Source: an optimization exercise on an open RTL-to-GDS flow (aim: small area and a short achievable clock period). Production flows keep margins and buffers that such runs may drop. Where RTL was checked, it was by simulation tests only, not by an equivalence proof against the original. For runs 1, 3 and 4, only the layout was checked, not whether the RTL still works. Power figures rest on the tool's default switching activity, not on a simulated workload.

## flow/design.v (module list and top-level ports; edited modules follow where they fit)
// module fa: 10 lines
// module ha: 9 lines
// module benc: 17 lines
// module benc0: 17 lines
// module bpp: 10 lines
// module mac32: 627 lines
// module alu: 65 lines
// module alu_top: 32 lines
module alu_top(
    input                 clk,
    input        [31 : 0] A,
    input        [31 : 0] B,
    input        [3  : 0] aluop,
    output logic [31 : 0] alures,
    output logic          ZF,
    output logic          OF
);
  // ...
==> flow/flow/run.sh <==
#!/bin/bash
# The standard layout (the standard.sh, standard synthesis unchanged), with the
# timing repair after CTS and global routing aiming for a larger setup margin on the
# worst path only.
set -euo pipefail
bash standard.sh SETUP_SLACK_MARGIN=9 TNS_END_PERCENT=0 finish > flow.log 2>&1
==> flow/standard.sh <==
#!/bin/bash
# synth_recipe.tcl (not shown) runs the flow's synth.tcl, then flattens the netlist and writes it again
# the make line also repeats each setting of config.mk as NAME=value (left out here)
make -C /OpenROAD-flow-scripts/flow DESIGN_CONFIG=/design/flow/config.mk WORK_HOME=/design/flow/orfs CLKGATE_MAP_FILE= SYNTH_SCRIPT=/design/flow/synth_recipe.tcl "${@:-finish}"
==> flow/config.mk <==
export PLATFORM = sky130hd
export DESIGN_NAME = alu_top
export DESIGN_NICKNAME = alu_top
export VERILOG_FILES = /design/flow/design.v
export SDC_FILE = /design/flow/constraint.sdc
export NUM_CORES = 4
export LEC_CHECK = 0
export CAP_MARGIN = 20
export CORE_MARGIN = 2
export CORE_UTILIZATION = 40
export SLEW_MARGIN = 20
export SYNTH_HIERARCHICAL = 1
==> flow/constraint.sdc <==
create_clock -name core_clock -period 15.0 [get_ports {clk}]
set_input_delay 3.0000 -clock core_clock [delete_from_list [all_inputs] [get_ports {clk}]]
set_output_delay 3.0000 -clock core_clock [all_outputs]
set_load 0.01 [all_outputs]
==> metrics.cfg, run 1 <==
[status]
status = no timing/DRC/antenna violations

[detailed_routing]
drt.antenna.violating_nets = 0
dr.pass1.iters = 7
wire_per_inst_um = 33.8
drcViolationCount = 0

[cells_and_area]
clockBufferCount = 11
flops_and_latches = 102
stdcell_count = 3139
seqAreaFraction_pct = 7.59

[timing]
worst_slack_ns = 8.32
final_max_slew_viol_count = 0
tightest_slew_ns = 0.983

[pwr]
p_switching_mw = 2.80
internal_power_mw = 2.49
powerComb_mw = 4.63

[yosys]
avgSynthCellArea_sq_um = 9.61
synth_common_cells = xnor2_1, a22oi_2, fa_1, nand2_1, a21oi_1
synth_area_sq_mm = 0.0208
muxShareOfSynthArea_pct = 0.144

[critical_path]
path_max_fanout = 7
critical_path_class = reg -> reg
cp_slowest_cell = fa_1
startpoint_type = flop

[die]
dieArea_sq_mm = 0.0538

[grt]
grt_pass1_wl_mm = 149

[cts]
cts_setup_buffers = 191

[placed_design]
dpl_cell_area_sq_mm = 0.0226

==> run 2, diff against run 1 <==
--- a/flow/design.v
+++ b/flow/design.v
@@ -64,2 +64,10 @@
 endmodule
+module bpp0(
+    input  one,
+    input  neg,
+    input  a1,
+    output pp
+);
+    assign pp = (one & a1) ^ neg;
+endmodule
 module mac32(
@@ -128,3 +136,3 @@
     benc0 E0(.op(op), .b2(b[1]), .b1(b[0]), .d1(d1[0]), .d2(d2[0]), .one(one[0]), .two(two[0]), .neg(neg[0]));
-    bpp P0_0(.one(one[0]), .two(two[0]), .neg(neg[0]), .a1(a[0]), .a0(1'b0), .pp(pp1));
+    bpp0 P0_0(.one(one[0]), .neg(neg[0]), .a1(a[0]), .pp(pp1));
     bpp P0_1(.one(one[0]), .two(two[0]), .neg(neg[0]), .a1(a[1]), .a0(a[0]), .pp(pp2));
@@ -161,3 +169,3 @@
     benc E1(.op(op), .b2(b[3]), .b1(b[2]), .b0(b[1]), .d1(d1[1]), .d2(d2[1]), .one(one[1]), .two(two[1]), .neg(neg[1]));
-    bpp P1_0(.one(one[1]), .two(two[1]), .neg(neg[1]), .a1(a[0]), .a0(1'b0), .pp(pp33));
+    bpp0 P1_0(.one(one[1]), .neg(neg[1]), .a1(a[0]), .pp(pp33));
     bpp P1_1(.one(one[1]), .two(two[1]), .neg(neg[1]), .a1(a[1]), .a0(a[0]), .pp(pp34));
@@ -192,3 +200,3 @@
     benc E2(.op(op), .b2(b[5]), .b1(b[4]), .b0(b[3]), .d1(d1[2]), .d2(d2[2]), .one(one[2]), .two(two[2]), .neg(neg[2]));
-    bpp P2_0(.one(one[2]), .two(two[2]), .neg(neg[2]), .a1(a[0]), .a0(1'b0), .pp(pp63));
+    bpp0 P2_0(.one(one[2]), .neg(neg[2]), .a1(a[0]), .pp(pp63));
     bpp P2_1(.one(one[2]), .two(two[2]), .neg(neg[2]), .a1(a[1]), .a0(a[0]), .pp(pp64));
@@ -221,3 +229,3 @@
     benc E3(.op(op), .b2(b[7]), .b1(b[6]), .b0(b[5]), .d1(d1[3]), .d2(d2[3]), .one(one[3]), .two(two[3]), .neg(neg[3]));
-    bpp P3_0(.one(one[3]), .two(two[3]), .neg(neg[3]), .a1(a[0]), .a0(1'b0), .pp(pp91));
+    bpp0 P3_0(.one(one[3]), .neg(neg[3]), .a1(a[0]), .pp(pp91));
     bpp P3_1(.one(one[3]), .two(two[3]), .neg(neg[3]), .a1(a[1]), .a0(a[0]), .pp(pp92));
@@ -248,3 +256,3 @@
     benc E4(.op(op), .b2(b[9]), .b1(b[8]), .b0(b[7]), .d1(d1[4]), .d2(d2[4]), .one(one[4]), .two(two[4]), .neg(neg[4]));
-    bpp P4_0(.one(one[4]), .two(two[4]), .neg(neg[4]), .a1(a[0]), .a0(1'b0), .pp(pp117));
+    bpp0 P4_0(.one(one[4]), .neg(neg[4]), .a1(a[0]), .pp(pp117));
     bpp P4_1(.one(one[4]), .two(two[4]), .neg(neg[4]), .a1(a[1]), .a0(a[0]), .pp(pp118));
@@ -273,3 +281,3 @@
     benc E5(.op(op), .b2(b[11]), .b1(b[10]), .b0(b[9]), .d1(d1[5]), .d2(d2[5]), .one(one[5]), .two(two[5]), .neg(neg[5]));
-    bpp P5_0(.one(one[5]), .two(two[5]), .neg(neg[5]), .a1(a[0]), .a0(1'b0), .pp(pp141));
+    bpp0 P5_0(.one(one[5]), .neg(neg[5]), .a1(a[0]), .pp(pp141));
     bpp P5_1(.one(one[5]), .two(two[5]), .neg(neg[5]), .a1(a[1]), .a0(a[0]), .pp(pp142));
@@ -296,3 +304,3 @@
     benc E6(.op(op), .b2(b[13]), .b1(b[12]), .b0(b[11]), .d1(d1[6]), .d2(d2[6]), .one(one[6]), .two(two[6]), .neg(neg[6]));
-    bpp P6_0(.one(one[6]), .two(two[6]), .neg(neg[6]), .a1(a[0]), .a0(1'b0), .pp(pp163));
+    bpp0 P6_0(.one(one[6]), .neg(neg[6]), .a1(a[0]), .pp(pp163));
     bpp P6_1(.one(one[6]), .two(two[6]), .neg(neg[6]), .a1(a[1]), .a0(a[0]), .pp(pp164));
@@ -317,3 +325,3 @@
     benc E7(.op(op), .b2(b[15]), .b1(b[14]), .b0(b[13]), .d1(d1[7]), .d2(d2[7]), .one(one[7]), .two(two[7]), .neg(neg[7]));
-    bpp P7_0(.one(one[7]), .two(two[7]), .neg(neg[7]), .a1(a[0]), .a0(1'b0), .pp(pp183));
+    bpp0 P7_0(.one(one[7]), .neg(neg[7]), .a1(a[0]), .pp(pp183));
     bpp P7_1(.one(one[7]), .two(two[7]), .neg(neg[7]), .a1(a[1]), .a0(a[0]), .pp(pp184));
@@ -336,3 +344,3 @@
     benc E8(.op(op), .b2(b[17]), .b1(b[16]), .b0(b[15]), .d1(d1[8]), .d2(d2[8]), .one(one[8]), .two(two[8]), .neg(neg[8]));
-    bpp P8_0(.one(one[8]), .two(two[8]), .neg(neg[8]), .a1(a[0]), .a0(1'b0), .pp(pp201));
+    bpp0 P8_0(.one(one[8]), .neg(neg[8]), .a1(a[0]), .pp(pp201));
     bpp P8_1(.one(one[8]), .two(two[8]), .neg(neg[8]), .a1(a[1]), .a0(a[0]), .pp(pp202));
@@ -353,3 +361,3 @@
     benc E9(.op(op), .b2(b[19]), .b1(b[18]), .b0(b[17]), .d1(d1[9]), .d2(d2[9]), .one(one[9]), .two(two[9]), .neg(neg[9]));
-    bpp P9_0(.one(one[9]), .two(two[9]), .neg(neg[9]), .a1(a[0]), .a0(1'b0), .pp(pp217));
+    bpp0 P9_0(.one(one[9]), .neg(neg[9]), .a1(a[0]), .pp(pp217));
     bpp P9_1(.one(one[9]), .two(two[9]), .neg(neg[9]), .a1(a[1]), .a0(a[0]), .pp(pp218));
@@ -368,3 +376,3 @@
     benc E10(.op(op), .b2(b[21]), .b1(b[20]), .b0(b[19]), .d1(d1[10]), .d2(d2[10]), .one(one[10]), .two(two[10]), .neg(neg[10]));
-    bpp P10_0(.one(one[10]), .two(two[10]), .neg(neg[10]), .a1(a[0]), .a0(1'b0), .pp(pp231));
+    bpp0 P10_0(.one(one[10]), .neg(neg[10]), .a1(a[0]), .pp(pp231));
     bpp P10_1(.one(one[10]), .two(two[10]), .neg(neg[10]), .a1(a[1]), .a0(a[0]), .pp(pp232));
@@ -381,3 +389,3 @@
     benc E11(.op(op), .b2(b[23]), .b1(b[22]), .b0(b[21]), .d1(d1[11]), .d2(d2[11]), .one(one[11]), .two(two[11]), .neg(neg[11]));
-    bpp P11_0(.one(one[11]), .two(two[11]), .neg(neg[11]), .a1(a[0]), .a0(1'b0), .pp(pp243));
+    bpp0 P11_0(.one(one[11]), .neg(neg[11]), .a1(a[0]), .pp(pp243));
     bpp P11_1(.one(one[11]), .two(two[11]), .neg(neg[11]), .a1(a[1]), .a0(a[0]), .pp(pp244));
@@ -392,3 +400,3 @@
     benc E12(.op(op), .b2(b[25]), .b1(b[24]), .b0(b[23]), .d1(d1[12]), .d2(d2[12]), .one(one[12]), .two(two[12]), .neg(neg[12]));
-    bpp P12_0(.one(one[12]), .two(two[12]), .neg(neg[12]), .a1(a[0]), .a0(1'b0), .pp(pp253));
+    bpp0 P12_0(.one(one[12]), .neg(neg[12]), .a1(a[0]), .pp(pp253));
     bpp P12_1(.one(one[12]), .two(two[12]), .neg(neg[12]), .a1(a[1]), .a0(a[0]), .pp(pp254));
@@ -401,3 +409,3 @@
     benc E13(.op(op), .b2(b[27]), .b1(b[26]), .b0(b[25]), .d1(d1[13]), .d2(d2[13]), .one(one[13]), .two(two[13]), .neg(neg[13]));
-    bpp P13_0(.one(one[13]), .two(two[13]), .neg(neg[13]), .a1(a[0]), .a0(1'b0), .pp(pp261));
+    bpp0 P13_0(.one(one[13]), .neg(neg[13]), .a1(a[0]), .pp(pp261));
     bpp P13_1(.one(one[13]), .two(two[13]), .neg(neg[13]), .a1(a[1]), .a0(a[0]), .pp(pp262));
@@ -408,3 +416,3 @@
     benc E14(.op(op), .b2(b[29]), .b1(b[28]), .b0(b[27]), .d1(d1[14]), .d2(d2[14]), .one(one[14]), .two(two[14]), .neg(neg[14]));
-    bpp P14_0(.one(one[14]), .two(two[14]), .neg(neg[14]), .a1(a[0]), .a0(1'b0), .pp(pp267));
+    bpp0 P14_0(.one(one[14]), .neg(neg[14]), .a1(a[0]), .pp(pp267));
     bpp P14_1(.one(one[14]), .two(two[14]), .neg(neg[14]), .a1(a[1]), .a0(a[0]), .pp(pp268));
@@ -413,3 +421,3 @@
     benc E15(.op(op), .b2(b[31]), .b1(b[30]), .b0(b[29]), .d1(d1[15]), .d2(d2[15]), .one(one[15]), .two(two[15]), .neg(neg[15]));
-    bpp P15_0(.one(one[15]), .two(two[15]), .neg(neg[15]), .a1(a[0]), .a0(1'b0), .pp(pp271));
+    bpp0 P15_0(.one(one[15]), .neg(neg[15]), .a1(a[0]), .pp(pp271));
     bpp P15_1(.one(one[15]), .two(two[15]), .neg(neg[15]), .a1(a[1]), .a0(a[0]), .pp(pp272));
==> flow/flow/run.sh (replaced) <==
#!/bin/bash
# The standard layout (the standard.sh, standard synthesis unchanged), with the
# timing repair after CTS and global routing aiming for a larger setup margin on the
# worst path only, and the smallest buffer as the buffer on each port.
set -euo pipefail
bash standard.sh SETUP_SLACK_MARGIN=9 TNS_END_PERCENT=0 \
    "BUFFER_PORTS_ARGS=-buffer_cell sky130_fd_sc_hd__buf_1" finish > flow.log 2>&1
==> run 2 against run 1 <==
  * Still clean on timing, DRC and antenna
  * Sequential share of layout area up 0.52 points
  * Clock skew down 0.0061 ns
  * Count of clock-buffer cells in the layout down 1
  * Maximum frequency about the same
  * Clock power down 11%
  * Combinational power down 3%
  * Critical endpoint unchanged
  * Largest cell class unchanged
  * Highest routed layer unchanged
==> metrics.cfg, run 2 <==
[timing]
setup_tns_ns = 0  ; unchanged
setup_violations = 0  ; unchanged
rsz0062_at_grt = true  ; unchanged
tightest_slew_ns = 0.857  ; was 0.983 ns
fmax_mhz = 150  ; about the same
worst_slack_ns = 8.32  ; about the same
fin_skew_ns = 0.0130  ; was 0.0191 ns
period_needed_ns = 6.68  ; about the same
hold_viol = 0  ; unchanged
final_max_slew_viol_count = 0  ; unchanged
post-route-period-util_pct = 44.5  ; was 44.6%
maxSlewHeadroom_pct = 42.3  ; was 34.2%

[cts]
clkLatencyLatePin_ns = 0.39  ; about the same
tritoncts = built  ; unchanged
clock_path_buffers = 2  ; unchanged
htree_num_levels = 3  ; unchanged
clkTransAtPathRegs_ns = 0.08  ; was 0.07 ns
cts_buffers = 9  ; unchanged
clock-root-buffer = clkbuf_16  ; unchanged
clock_sinks = 102  ; unchanged

[die]
die_h_um = 231  ; was 232 um
ios = 103  ; unchanged
fp-row-count = 83  ; unchanged
die_w_um = 231  ; was 232 um
core_sq_mm = 0.0512  ; was 0.0513 sq mm
dieArea_sq_mm = 0.0534  ; was 0.0538 sq mm
start_util_pct = 40.3  ; was 40.5%

[yosys]
syn-instance-count = 2162  ; was 2163
synth.distinct_cells = 73  ; was 74
synth_edf_count = 0  ; unchanged
postSynth.asyncResetShare_pct = 0  ; unchanged
synth_area_sq_mm = 0.0206  ; was 0.0208 sq mm
synth_common_cells = xnor2_1, a22oi_2, fa_1, nand2_1, a21oi_1  ; unchanged
ys_seq_elements = 102  ; unchanged
synth_area_leaders = fa_1, a22oi_2, xnor2_1, dfxtp_1, ha_1  ; unchanged
synth_most_common_cell = xnor2_1  ; unchanged
synth_top_area_share_pct = 23.5  ; was 23.3%
avgSynthCellArea_sq_um = 9.55  ; was 9.61 sq um
synth_warnings = 8  ; unchanged
seq_area_frac_synth_pct = 9.89  ; was 9.82%
yosysTopAreaCell = fa_1  ; unchanged
ys.flop_type = dfxtp_1  ; unchanged

[pwr]
p_switching_mw = 2.80  ; about the same
pwr-share-comb_pct = 87.7  ; was 87.5%
leakage_nw = 9.44  ; was 10.5 nW
power.total_mw = 5.13  ; was 5.29 mW
switching_share_pct = 54.7  ; was 53.0%
internal_power_mw = 2.32  ; was 2.49 mW
ir_drop_mv = 0.177  ; was 0.246 mV
power_density_mw_per_mm2 = 201  ; was 193 mW/mm^2
clockPowerShare_pct = 4.7  ; was 5.1%
seqPwrFrac_pct = 7.7  ; was 7.4%

[status]
status = no timing/DRC/antenna violations  ; unchanged

[critical_path]
startpoint_type = flop  ; unchanged
path_max_fanout = 10  ; was 7
arrival_ns = 6.95  ; about the same
cp.required_ns = 15.27  ; was 15.26 ns
end_kind = flop  ; unchanged
critical_path_class = reg -> reg  ; unchanged

[placed_design]
globalplace.congestion = 0.984  ; was 0.956
place_hpwl_mm = 57.5  ; was 58.5 mm
port_buffers = 102  ; unchanged
dp_slack_ns = 7.29  ; was 7.10 ns
dpl_cell_area_sq_mm = 0.0221  ; was 0.0226 sq mm

[cells_and_area]
layout-drive-gt1-share_pct = 33.3  ; was 35.6%
area_growth_syn_to_layout_pct = 23.9  ; was 31.8%
fin_area_sq_mm = 0.0256  ; was 0.0274 sq mm
final_cell_mix = xnor2_1, a22oi_2, fa_1, a21oi_1, buf_4  ; was xnor2_1, a22oi_2, buf_4, fa_1, a21oi_1
layout_commonest_cell = xnor2_1  ; unchanged
antenna_cells = 0  ; unchanged
fin_nets = 2736  ; was 2858
reg.largest.list = A_r (32), B_r (32), alures (32)  ; unchanged

[detailed_routing]
viasPerCell = 6.69  ; about the same
wl_mm = 98.2  ; was 106 mm
drtIter0Drc = 2419  ; was 2831
drt.antenna.violating_nets = 0  ; unchanged
drcViolationCount = 0  ; unchanged
dr.pass1.iters = 6  ; was 7
via_count = 20200  ; was 21000
wire_per_inst_um = 32.6  ; was 33.8 um

[run]
cap_violations = 0  ; unchanged

[grt]
grt_pass1_vias = 20300  ; was 21000
antenna_found_initial = 0  ; was 1
gr-total-overflow = 0  ; unchanged
grt_max_degree = 55  ; was 49
grt_pass1_wl_mm = 142  ; was 149 mm
grt_util_all_layers_pct = 36.8  ; was 38.7%

[hold_path]
holdCritPathClass = reg -> reg  ; unchanged

-- run 2: changes by cell type after synthesis, sizes merged --
| cell | previous run | this run |
|---|---|---|
| a22oi | 273 | 257 |
| conb | 1 | 0 |
| nand2 | 164 | 180 |
-- run 2: cell families after synthesis --
logic type | synth area share (%)
compound gates | 29.6
simple gates | 11.6
xor+xnor | 14.5
fa+ha+maj | 29.1
buf+inv | 5.23
flops | 9.89
mux | 0.145
-- run 2: modules after synthesis, one instance, submodules excluded --
| module | flip-flops and latches | copies in the design |
|---|---|---|
| mac32 | 0 | 1 |
| fa | 0 | 241 |
| benc0 | 0 | 1 |
| benc | 0 | 15 |
| bpp0 | 0 | 16 |
| bpp | 0 | 256 |
| ha | 0 | 31 |
| alu_top | 102 | 1 |
| alu | 0 | 1 |
-- run 2: layout make-up --
cell class | count | area [sq um]
Clock inverter | 6 | 52.6
Timing Repair Buffer | 277 | 2490
Sequential cell | 102 | 2080
Multi-Input combinational cell | 1864 | 19600
Fill cell | 4646 | 25600
Inverter | 78 | 305
Clock buffer | 10 | 239
Tap cell | 680 | 851
-- run 2: timing repair --
| item | 4_1_cts | 5_1_grt |
|---|---|---|
| resized for setup | 216 | 34 |
| hold buffers | 0 | 0 |
| pin swaps | 66 | 15 |
| hold endpoints to repair | 0 | 0 |
| cloned | 37 | 0 |
| setup buffers | 129 | 13 |
| endpoints found under the setup margin | 34 | 34 |
-- run 2: power groups by stage --
stage / combinational (mW) / clock (mW) / sequential, mW
finish: 4.49 / 0.241 / 0.393
floorplan: 2.98 / 0 / 0.408
global route: 4.78 / 0.253 / 0.397
CTS: 4.24 / 0.245 / 0.391
detailed placement: 3.82 / 0 / 0.398
global placement: 3.79 / 0 / 0.398
-- run 2: path summary, 6_finish.rpt --
path | cells past startpoint | endpoint | slack (ns) | startpoint
hold reg to reg | 2 | alures[10] | 0.73 | B_r[4]
setup / recovery | 20 | OF | 8.32 | B_r[7]
hold / removal | 2 | alures[10] | 0.73 | B_r[4]
setup reg to reg | 20 | OF | 8.32 | B_r[7]
-- run 2: per-layer routing --
metal / vias up / global-route usage, % / wire, um / share of wire, %
li1: 8110 / - / - / -
met4: 0 / 25.6 / 8870 / 9.0
met3: 459 / 13.7 / 13000 / 13
met2: 1627 / 55.5 / 41700 / 42
met1: 9976 / 43.3 / 34700 / 35
met5: - / 0 / 0 / 0
-- run 2: stage by stage --
step	util [%]	hold slack (ns)	cells
global route	49.9	0.750	3017
detailed placement	43.1	0.685	2822
finish	49.9	0.729	3017
CTS	49.4	0.723	3004
floorplan	-	0.589	2162
global placement	43.1	0.683	2822
-- run 2: worst max-delay path, stage by stage (launching register included) --
cell and delay (ns):
dfxtp_1 0.62, nand2_1 0.12, o22ai_2 0.46, a22o_4 0.30, buf_12 0.17, a22oi_2 0.08
xnor2_2 0.16, fa_1 0.58, fa_1 0.44, fa_1 0.47, fa_2 0.36, fa_1 0.46
fa_2 0.64, inv_1 0.10, ha_4 0.31, nand4_1 0.14, a21oi_2 0.25, inv_1 0.13
a41o_1 0.28, o22a_1 0.21, or3_1 0.29
==> module alu, before the edit <==
module alu(
    input        [31 : 0] A,
    input        [31 : 0] B,
    input        [3  : 0] aluop,
    output logic [31 : 0] alures,
    output logic          ZF,
    output logic          OF
);
    logic addm, rv, sub, lgm;
    assign addm = aluop[3] & (aluop[2] | aluop[1]);
    assign rv   = ~aluop[3] & aluop[2] & aluop[1];
    assign lgm  = ~aluop[3] & ~(aluop[2] & (aluop[1] | aluop[0]));
    assign sub  = aluop[2];
    logic [15 : 0] d1, d2;
    genvar i;
    generate for (i = 0; i < 16; i++) begin : g_dig
        assign d1[i] = (B[4:1] == i) & ~B[0];
        assign d2[i] = (B[4:1] == i) & B[0];
    end endgenerate
    logic [3 : 0]  tt;
    logic [31 : 0] lres;
    always_comb begin
        case (aluop[2:0])
            3'b000:  tt = 4'b1000;
            3'b001:  tt = 4'b1110;
            3'b010:  tt = 4'b0110;
            3'b011:  tt = 4'b0111;
            default: tt = 4'b0011;
        endcase
    end
    generate for (i = 0; i < 32; i++) begin : g_log
        assign lres[i] = A[i] ? (B[i] ? tt[3] : tt[2]) : (B[i] ? tt[1] : tt[0]);
    end endgenerate
    logic [31 : 0] rev_a, ma, r;
    generate for (i = 0; i < 32; i++) begin : g_rev
        assign rev_a[i] = A[31 - i];
    end endgenerate
    assign ma = rv ? rev_a : A;
    assign r  = ({32{addm}} & (B ^ {32{sub}})) | ({32{lgm}} & lres);
    logic [31 : 0] x, y, S;
    mac32 U_mac(.a(ma), .b(B), .op(aluop), .d1(d1), .d2(d2), .r(r), .cin(addm & sub),
                .x(x), .y(y));
    assign S = x + y;
    logic [31 : 0] px, ox;
    logic          zS;
    assign px = x ^ y;
    assign ox = x | y;
    assign zS = ~px[0] & ((px[31 : 1] ^ ox[30 : 0]) == 31'b0);
    logic bx31, lt, lts;
    assign bx31 = B[31] ^ sub;
    assign lt   = (A[31] ^ B[31]) ? (aluop[0] ? B[31] : A[31]) : S[31];
    assign lts  = aluop[3] & aluop[2] & aluop[1];           
    logic          sfill;
    logic [31 : 0] fmask;
    assign sfill = rv & aluop[0] & A[31];
    assign fmask = {32{sfill}} & ~(32'hffffffff >> B[4:0]);
    generate for (i = 0; i < 32; i++) begin : g_res
        if (i == 0)
            assign alures[i] = lts ? lt : (rv ? S[31 - i] | fmask[i] : S[i]);
        else
            assign alures[i] = ~lts & (rv ? S[31 - i] | fmask[i] : S[i]);
    end endgenerate
    assign ZF = lts ? ~lt : (zS & ~sfill);
    assign OF = ((aluop == 4'b1010) | (aluop == 4'b1100)) & (A[31] == bx31) & (S[31] != A[31]);
endmodule
==> run 3, diff against run 2 <==
--- a/flow/design.v
+++ b/flow/design.v
@@ -719,16 +719,17 @@
     end endgenerate
-    logic [3 : 0]  tt;
-    logic [31 : 0] lres;
+    logic [3 : 0] tt;
     always_comb begin
-        case (aluop[2:0])
-            3'b000:  tt = 4'b1000;
-            3'b001:  tt = 4'b1110;
-            3'b010:  tt = 4'b0110;
-            3'b011:  tt = 4'b0111;
-            default: tt = 4'b0011;
-        endcase
+        if (addm)
+            tt = sub ? 4'b0101 : 4'b1010;
+        else if (lgm) begin
+            case (aluop[2:0])
+                3'b000:  tt = 4'b1000;
+                3'b001:  tt = 4'b1110;
+                3'b010:  tt = 4'b0110;
+                3'b011:  tt = 4'b0111;
+                default: tt = 4'b0011;
+            endcase
+        end else
+            tt = 4'b0000;
     end
-    generate for (i = 0; i < 32; i++) begin : g_log
-        assign lres[i] = A[i] ? (B[i] ? tt[3] : tt[2]) : (B[i] ? tt[1] : tt[0]);
-    end endgenerate
     logic [31 : 0] rev_a, ma, r;
@@ -738,3 +739,5 @@
     assign ma = rv ? rev_a : A;
-    assign r  = ({32{addm}} & (B ^ {32{sub}})) | ({32{lgm}} & lres);
+    generate for (i = 0; i < 32; i++) begin : g_r
+        assign r[i] = A[i] ? (B[i] ? tt[3] : tt[2]) : (B[i] ? tt[1] : tt[0]);
+    end endgenerate
     logic [31 : 0] x, y, S;
--- a/flow/flow/run.sh
+++ b/flow/flow/run.sh
@@ -5,3 +5,3 @@
 set -euo pipefail
-bash standard.sh SETUP_SLACK_MARGIN=9 TNS_END_PERCENT=0 \
+bash standard.sh SETUP_SLACK_MARGIN=8 TNS_END_PERCENT=0 \
     "BUFFER_PORTS_ARGS=-buffer_cell sky130_fd_sc_hd__buf_1" finish > flow.log 2>&1
==> run 3 against run 2 <==
  * Still clean
  * Non-clock buffer count increased by 28
  * Design area down 4.0%
  * Flip-flop and latch count unchanged
  * Critical endpoint is now alures[0]
  * Highest routed layer is now met5
==> metrics.cfg, run 3 <==
[placed_design]
place_hpwl_mm = 52.4  ; was 57.5 mm
dpl.cell_count = 2826  ; was 2822
globalplace.congestion = 0.956  ; was 0.984
port_buffers = 102  ; unchanged

[cells_and_area]
stdcell_count = 3019  ; was 3017
antenna_cells = 0  ; unchanged
fin_nets = 2738  ; was 2736
num-fill-cells = 4776  ; was 4646
area_growth_syn_to_layout_pct = 18.3  ; was 23.9%
final_cell_mix = xnor2_1, a22oi_2, fa_1, nand2_1, buf_4  ; was xnor2_1, a22oi_2, fa_1, a21oi_1, buf_4
layout_commonest_cell = xnor2_1  ; unchanged
reg.largest.list = A_r (32), B_r (32), alures (32)  ; unchanged
layout-drive-gt1-share_pct = 29.1  ; was 33.3%

[grt]
grt_pass1_wl_mm = 117  ; was 142 mm
grt_util_all_layers_pct = 29.0  ; was 36.8%
antenna_found_initial = 2  ; was 0
gr-total-overflow = 0  ; unchanged
grt_max_degree = 71  ; was 55
grt_pass1_vias = 18400  ; was 20300

[critical_path]
reg2reg_slack_ns = 7.96  ; was 8.32 ns
path_depth = 28  ; was 20
cp.required_ns = 15.30  ; was 15.27 ns
critical_path_class = reg -> reg  ; unchanged
cpPeakStageDelay_ns = 0.64  ; about the same
cp-startpoint = aluop_r[3]  ; was B_r[7]
end_kind = flop  ; unchanged
path_max_fanout = 13  ; was 10
critPathTopFamily = adder cells  ; unchanged
cp_slowest_cell = fa_1  ; was fa_2
cpMostUsedCell = fa_1  ; unchanged
path_buf_inv = 8  ; was 3
arrival_ns = 7.34  ; was 6.95 ns
worst_r2r_path_depth = 28  ; was 20
startpoint_type = flop  ; unchanged
r2r-start = aluop_r[3]  ; was B_r[7]
r2r-end = alures[0]  ; was OF
crit_end = alures[0]  ; was OF

[cts]
clock_path_buffers = 2  ; unchanged
hold_buffers = 0  ; unchanged
clock-root-buffer = clkbuf_16  ; unchanged
clkTransAtPathRegs_ns = 0.08  ; about the same
cts_buffers = 9  ; unchanged
tritoncts = built  ; unchanged
clock_sinks = 102  ; unchanged
htree_num_levels = 3  ; unchanged
clkLatencyLatePin_ns = 0.42  ; was 0.39 ns

[detailed_routing]
drcViolationCount = 0  ; unchanged
via_count = 19100  ; was 20200
drtIter0Drc = 2134  ; was 2419
drt.antenna.violating_nets = 0  ; unchanged
wire_per_inst_um = 27.2  ; was 32.6 um
dr.pass1.iters = 5  ; was 6
viasPerCell = 6.32  ; was 6.69
wl_mm = 82.1  ; was 98.2 mm

[yosys]
synth.distinct_cells = 74  ; was 73
postSynth.asyncResetShare_pct = 0  ; unchanged
synth_warnings = 8  ; unchanged
synth_common_cells = xnor2_1, a22oi_2, fa_1, nand2_1, o21ai_0  ; was xnor2_1, a22oi_2, fa_1, nand2_1, a21oi_1
syn-instance-count = 2166  ; was 2162
synth_edf_count = 0  ; unchanged
synth_area_leaders = fa_1, a22oi_2, xnor2_1, dfxtp_1, ha_1  ; unchanged
synth_area_sq_mm = 0.0208  ; was 0.0206 sq mm
yosysTopAreaCell = fa_1  ; unchanged
avgSynthCellArea_sq_um = 9.58  ; was 9.55 sq um
ys_seq_elements = 102  ; unchanged
synth_most_common_cell = xnor2_1  ; unchanged
ys.flop_type = dfxtp_1  ; unchanged
seq_area_frac_synth_pct = 9.84  ; was 9.89%
synth_top_area_share_pct = 23.3  ; was 23.5%

[timing]
hold_viol = 0  ; unchanged
fmax_mhz = 142  ; was 150 MHz
fin_skew_ns = 0.0169  ; was 0.0130 ns
rsz0062_at_grt = true  ; unchanged
tightest_slew_ns = 1.11  ; was 0.857 ns
post-route-period-util_pct = 46.9  ; was 44.5%
final_max_slew_viol_count = 0  ; unchanged
setup_violations = 0  ; unchanged
maxSlewHeadroom_pct = 25.9  ; was 42.3%
setup_tns_ns = 0  ; unchanged
period_needed_ns = 7.04  ; was 6.68 ns

[die]
die_h_um = 232  ; was 231 um
fp-row-count = 83  ; unchanged
ios = 103  ; unchanged
dieArea_sq_mm = 0.0537  ; was 0.0534 sq mm
core_sq_mm = 0.0513  ; was 0.0512 sq mm
start_util_pct = 40.5  ; was 40.3%
die_w_um = 232  ; was 231 um

[run]
cap_violations = 0  ; unchanged

[hold_path]
holdCritStartpoint = B_r[4]  ; unchanged
holdCritPathClass = reg -> reg  ; unchanged

[pwr]
ir_drop_mv = 0.274  ; was 0.177 mV
power_density_mw_per_mm2 = 189  ; was 201 mW/mm^2
leakage_nw = 9.22  ; was 9.44 nW

[status]
status = no timing/DRC/antenna violations  ; unchanged

-- run 3: worst min path at each step --
stage / end / slack [ns] / depth (start not counted)
after floorplan: ZF / 0.68 / 3
after global placement: alures[18] / 0.76 / 3
after detailed placement: alures[4] / 0.77 / 3
after CTS: alures[4] / 0.73 / 3
after global routing: alures[4] / 0.76 / 3
final: alures[4] / 0.71 / 3
-- run 3: kinds of logic after synthesis --
logic type	count (synthesis)	synth area share, %
simple gates	408	10.2
xor+xnor	349	14.7
fa+ha+maj	335	28.9
compound gates	715	30.1
mux	2	0.115
flops	102	9.84
buf+inv	255	6.10
-- run 3: stage by stage --
step	area [sq um]	hold slack [ns]	setup slack [ns]	power, mW	utilization, %
2_1_floorplan	21100	0.680	8.00	3.04	-
4_1_cts	23300	0.729	7.95	4.33	45.5
3_5_place_dp	21700	0.775	6.15	3.81	42.3
5_1_grt	24500	0.756	7.83	4.91	47.9
6_report	24500	0.708	7.96	4.64	47.9
3_3_place_gp	21700	0.757	6.34	3.77	42.3
-- run 3: cell type report --
cell class	count	area, sq um	area share, %
clock inverters	7	61.3	0.250
inverters	96	360	1.47
flip-flops and latches	102	2060	8.41
multi-input cells	1820	18500	75.4
repair buffers	305	2480	10.1
well taps	680	851	3.47
clock buffers	9	225	0.917
-- run 3: timing repair --
| action | in CTS | in global routing |
|---|---|---|
| endpoints found under the setup margin | 34 | 26 |
| endpoints found under the hold margin | 0 | 0 |
| gates resized for setup | 107 | 104 |
| buffers inserted | 79 | 81 |
| cloned | 10 | 7 |
| pin swaps | 31 | 49 |
-- run 3: power by group --
part | switching (mW) | internal [mW]
Combinational | 2.36 | 1.65
Clock | 0.130 | 0.116
Sequential | 0.0402 | 0.349
Total | 2.53 | 2.11
-- run 3: worst register-to-register path: cells and delay by family (launching register included) --
| family | cells | cell delay (ns) |
|---|---|---|
| AO/OA/AOI/OAI | 7 | 1.38 |
| XOR/XNOR | 1 | 0.24 |
| flip-flops | 1 | 0.51 |
| adder cells (fa/ha/maj) | 7 | 3.16 |
| AND/OR/NAND/NOR | 5 | 0.46 |
| buffers and inverters | 8 | 1.18 |
-- run 3: metal layers --
layer / part of all wire [%] / vias to the layer above / global-route usage [%]
li1: - / 8052 / -
met1: 39 / 9508 / 37.3
met2: 45 / 1235 / 45.4
met3: 11 / 280 / 6.63
met4: 6.0 / 4 / 15.0
met5: 0.037 / - / 0
-- run 3: modules after synthesis (local to each module, per instance) --
module,copies in the design,flops+latches,cell area [sq um]
fa,241,0,20.0
mac32,1,0,489
alu_top,1,102,2040
benc0,1,0,60.1
bpp,256,0,21.3
bpp0,16,0,12.5
alu,1,0,6130
benc,15,0,78.8
ha,31,0,12.5
==> run 4, diff against run 3 <==
--- a/flow/design.v
+++ b/flow/design.v
@@ -745,6 +745,24 @@
                 .x(x), .y(y));
-    assign S = x + y;
-    logic [31 : 0] px, ox;
-    logic          zS;
+    logic [31 : 0] px, gx, ox;
+    logic [31 : 0] pg [0 : 5];
+    logic [31 : 0] gg [0 : 5];
     assign px = x ^ y;
+    assign gx = x & y;
+    assign pg[0] = px;
+    assign gg[0] = gx;
+    genvar l;
+    generate for (l = 0; l < 5; l++) begin : g_lvl
+        for (i = 0; i < 32; i++) begin : g_bit
+            if (i & (1 << l)) begin : g_node
+                localparam integer J = ((i >> l) << l) - 1;
+                assign gg[l + 1][i] = gg[l][i] | (pg[l][i] & gg[l][J]);
+                assign pg[l + 1][i] = pg[l][i] & pg[l][J];
+            end else begin : g_pass
+                assign gg[l + 1][i] = gg[l][i];
+                assign pg[l + 1][i] = pg[l][i];
+            end
+        end
+    end endgenerate
+    assign S = px ^ {gg[5][30 : 0], 1'b0};
+    logic          zS;
     assign ox = x | y;
--- a/flow/config.mk
+++ b/flow/config.mk
@@ -9,3 +9,4 @@
 export CORE_MARGIN = 2
-export CORE_UTILIZATION = 40
+export CORE_UTILIZATION = 60
+export PLACE_DENSITY = 0.7
 export SLEW_MARGIN = 20
==> run 4 against run 3 <==
  * Non-clock buffer count grew 26
  * Count of clock-buffer cells in the layout unchanged
  * Utilization grew 25 points
  * Critical endpoint is now ZF
  * Largest power group unchanged
  * Highest routed layer unchanged
==> metrics.cfg, run 4 <==
[yosys]
synth_top_area_share_pct = 24.3  ; was 23.3%
postSynth.asyncResetShare_pct = 0  ; unchanged
synth_common_cells = xnor2_1, a22oi_2, fa_1, o21ai_0, nand2_1  ; was xnor2_1, a22oi_2, fa_1, nand2_1, o21ai_0
avgSynthCellArea_sq_um = 9.77  ; was 9.58 sq um
ys.flop_type = dfxtp_1  ; unchanged
ys_seq_elements = 102  ; unchanged
synth_warnings = 10  ; was 8
yosysTopAreaCell = fa_1  ; unchanged
synth_edf_count = 0  ; unchanged
synth_area_leaders = fa_1, a22oi_2, xnor2_1, dfxtp_1, ha_1  ; unchanged
synth_most_common_cell = xnor2_1  ; unchanged
syn-instance-count = 2072  ; was 2166
synth_area_sq_mm = 0.0202  ; was 0.0208 sq mm
synth.distinct_cells = 71  ; was 74
seq_area_frac_synth_pct = 10.1  ; was 9.84%

[timing]
period_needed_ns = 7.38  ; was 7.04 ns
fmax_mhz = 136  ; was 142 MHz
fin_skew_ns = 0.0170  ; was 0.0169 ns
rsz0062_at_grt = false  ; was true
setup_tns_ns = 0  ; unchanged
tightest_slew_ns = 0.994  ; was 1.11 ns
final_max_slew_viol_count = 0  ; unchanged
setup_violations = 0  ; unchanged
post-route-period-util_pct = 49.2  ; was 46.9%
hold_viol = 0  ; unchanged
maxSlewHeadroom_pct = 33.7  ; was 25.9%

[placed_design]
port_buffers = 102  ; unchanged
globalplace.congestion = 0.994  ; was 0.956
place_hpwl_mm = 49.7  ; was 52.4 mm

[grt]
grt_max_degree = 67  ; was 71
gr-total-overflow = 0  ; unchanged
grt_pass1_vias = 18700  ; was 18400
grt_pass1_wl_mm = 117  ; about the same
grtUsageMet2_pct = 67.8  ; was 45.4%
grt_util_all_layers_pct = 44.6  ; was 29.0%
grtUsageMet3_pct = 13.0  ; was 6.63%
met1_usage_pct = 55.1  ; was 37.3%
top_usage_layer = met2  ; unchanged
antenna_found_initial = 3  ; was 2

[cts]
clock_sinks = 102  ; unchanged
clkLatencyLatePin_ns = 0.39  ; was 0.42 ns
cts_buffers = 9  ; unchanged
clock_path_buffers = 2  ; unchanged
htree_num_levels = 3  ; unchanged
clkTransAtPathRegs_ns = 0.08  ; about the same
clock-root-buffer = clkbuf_16  ; unchanged
hold_buffers = 0  ; unchanged
tritoncts = built  ; unchanged

[critical_path]
reg2reg_slack_ns = 7.62  ; was 7.96 ns
worst_r2r_path_depth = 22  ; was 28
crit_end = ZF  ; was alures[0]
path_max_fanout = 25  ; was 13
cpPeakStageDelay_ns = 0.80  ; was 0.64 ns
end_kind = flop  ; unchanged
cpMostUsedCell = fa_1  ; unchanged
startpoint_type = flop  ; unchanged
r2r-end = ZF  ; was alures[0]
cp-startpoint = B_r[4]  ; was aluop_r[3]
arrival_ns = 7.67  ; was 7.34 ns
r2r-start = B_r[4]  ; was aluop_r[3]
cp.required_ns = 15.29  ; was 15.30 ns
cp_slowest_cell = fa_1  ; unchanged
cp_cell_sequence = buf_12 -> or3b_2 -> nor2_2 -> a22o_4 -> a22oi_2 -> xnor2_2 -> fa_1 -> fa_1 -> fa_1 -> fa_1 -> fa_1 -> inv_1 -> ha_2 -> a21oi_2 -> o21ai_2 -> a311o_1 -> a21oi_4 -> a211oi_4 -> o31a_1 -> nor3_4 -> o21ai_1 -> a31o_1
critical_path_class = reg -> reg  ; unchanged

[pwr]
ir_drop_mv = 0.214  ; was 0.274 mV
power_density_mw_per_mm2 = 166  ; was 189 mW/mm^2
leakage_nw = 9.32  ; was 9.22 nW

[hold_path]
holdCritPathClass = reg -> reg  ; unchanged

[cells_and_area]
layout-drive-gt1-share_pct = 29.8  ; was 29.1%
final_util_pct = 72.8  ; was 47.9%
area_growth_syn_to_layout_pct = 19.9  ; was 18.3%
num-fill-cells = 2423  ; was 4776
fin_nets = 2697  ; was 2738
final_cell_mix = xnor2_1, a22oi_2, fa_1, buf_4, o21ai_0  ; was xnor2_1, a22oi_2, fa_1, nand2_1, buf_4
layout_commonest_cell = xnor2_1  ; unchanged
reg.largest.list = A_r (32), B_r (32), alures (32)  ; unchanged

[detailed_routing]
viasPerCell = 7.21  ; was 6.32
drt.antenna.violating_nets = 0  ; unchanged
dr.pass1.iters = 9  ; was 5
wire_per_inst_um = 31.2  ; was 27.2 um
drcViolationCount = 0  ; unchanged
via_count = 19800  ; was 19100
wl_mm = 85.6  ; was 82.1 mm
drtIter0Drc = 3067  ; was 2134

[status]
status = no timing/DRC/antenna violations  ; unchanged

[die]
start_util_pct = 60.7  ; was 40.5%
die_w_um = 188  ; was 232 um
core_sq_mm = 0.0334  ; was 0.0513 sq mm
die_h_um = 188  ; was 232 um
fp-row-count = 67  ; was 83
dieArea_sq_mm = 0.0352  ; was 0.0537 sq mm
ios = 103  ; unchanged

[run]
cap_violations = 0  ; unchanged

run 4: cell types whose count changed after synthesis, moves of 6 or more:
cell / previous run / this run
nor2_1: 91 / 73
nand2_1: 158 / 140
xnor2_1: 298 / 314
buf_2: 12 / 3
nand2b_1: 20 / 28
nor2b_1: 7 / 0
nand4_1: 11 / 5
a21oi_1: 84 / 77
o21ai_0: 147 / 156
xor2_1: 51 / 30
clkbuf_1: 71 / 62
run 4: timing repair:
| item | in CTS | in global routing |
|---|---|---|
| pin swaps | 26 | 28 |
| hold endpoints to repair | 0 | 0 |
| cloned | 18 | 9 |
| resized for setup | 112 | 85 |
| buffers inserted | 105 | 76 |
| endpoints found under the setup margin | 34 | 18 |
run 4: metrics by stage:
| stage | power (mW) | area (sq um) | std cells | hold WS (ns) | setup WS (ns) |
|---|---|---|---|---|---|
| after floorplan | 2.77 | 20600 | 2072 | 0.652 | 7.97 |
| after global placement | 3.34 | 21000 | 2519 | 0.676 | 6.74 |
| after detailed placement | 3.40 | 21000 | 2519 | 0.684 | 6.50 |
| after CTS | 3.77 | 23100 | 2658 | 0.701 | 8.00 |
| after global routing | 4.23 | 24300 | 2743 | 0.757 | 7.59 |
| final | 4.03 | 24300 | 2745 | 0.718 | 7.62 |
run 4: layer usage:
metal | wire length (um) | share of wire, % | vias up
li1 | - | - | 7829
met1 | 28700 | 34 | 9434
met2 | 35700 | 42 | 1874
met3 | 13100 | 15 | 643
met4 | 8020 | 9.4 | 2
met5 | 31 | 0.036 | -
run 4: cell type report:
type                            instances  area, sq um  share of cell area (%)
Clock inverter                          7          129                   0.531
Sequential cell                       102         2060                    8.48
Multi-Input combinational cell       1750        18100                    74.5
Clock buffer                            9          225                   0.928
Inverter                               96          362                    1.49
Antenna cell                            2         5.00                  0.0206
Tap cell                              448          561                    2.31
Timing Repair Buffer                  331         2860                    11.8
run 4: kinds of logic (layout without fill, tap and decap cells):
group	count (synthesis)	after routing	synth area share, %
other cells	0	2	0
xor+xnor	344	344	14.9
fa+ha+maj	339	339	30.1
mux	1	1	0.0494
simple gates	358	362	9.40
flops	102	102	10.1
buf+inv	237	443	5.72
compound gates	691	704	29.8
run 4: worst max-delay path, delay by kind of cell (launching register included):
kind            cells  cell delay (ns)
fa+ha+maj           6             3.33
compound gates     10             2.03
simple gates        3             1.07
flops               1             0.36
buf+inv             2             0.27
xor+xnor            1             0.18
run 4: per-module statistics from Yosys, one instance, submodules excluded:
module   flops+latches  area (sq um)
mac32                0           489
bpp                  0          21.3
fa                   0          20.0
alu_top            102          2040
benc                 0          78.8
bpp0                 0          12.5
benc0                0          60.1
ha                   0          12.5
alu                  0          5620
run 4: where the power goes:
group / total (mW) / switching (mW) / internal (mW)
clock: 0.291 / 0.125 / 0.165
combinational: 3.35 / 2.04 / 1.31
sequential: 0.385 / 0.0365 / 0.349
total: 4.03 / 2.20 / 1.83
run 4: how the worst min path moves through the flow:
stage | startpoint | to | depth (start not counted)
after floorplan | A_r[31] | alures[0] | 3
after global placement | A_r[31] | alures[0] | 2
after detailed placement | A_r[31] | alures[0] | 2
after CTS | A_r[31] | alures[0] | 2
after global routing | A_r[31] | alures[0] | 2
final | A_r[31] | alures[0] | 2

==> separate check: timing with driven ports <==
The flow's constraints put no driver on any port. The routed layouts listed below were extracted and timed again, unchanged, in two steps. Step 1: set_driving_cell puts a clkbuf_16 on clk and a buf_2 on each other input, an assumption about the parent block. Step 2 moves the port delays by t, midway between the first and last clock arrival at a register: inputs arrive t later, outputs are due t later. That takes back most of the time a late clock gives input paths. Three values: ideal ports, drivers, drivers and shift; two values: the first two.
run	t (ns)	setup slack, ns	hold WS [ns]	worst data-port slew with drivers (ns)
run 1	0.440	8.317 / 8.317 / 8.317	0.724 / 0.724 / 0.724	0.06
run 2	0.437	8.320 / 8.320 / 8.320	0.729 / 0.729 / 0.729	0.05
run 3	0.468	7.960 / 7.960 / 7.960	0.708 / 0.708 / 0.708	0.09
run 4	0.434	7.624 / 7.624 / 7.624	0.718 / 0.718 / 0.718	0.06
After both steps setup and hold are still met in every run listed.
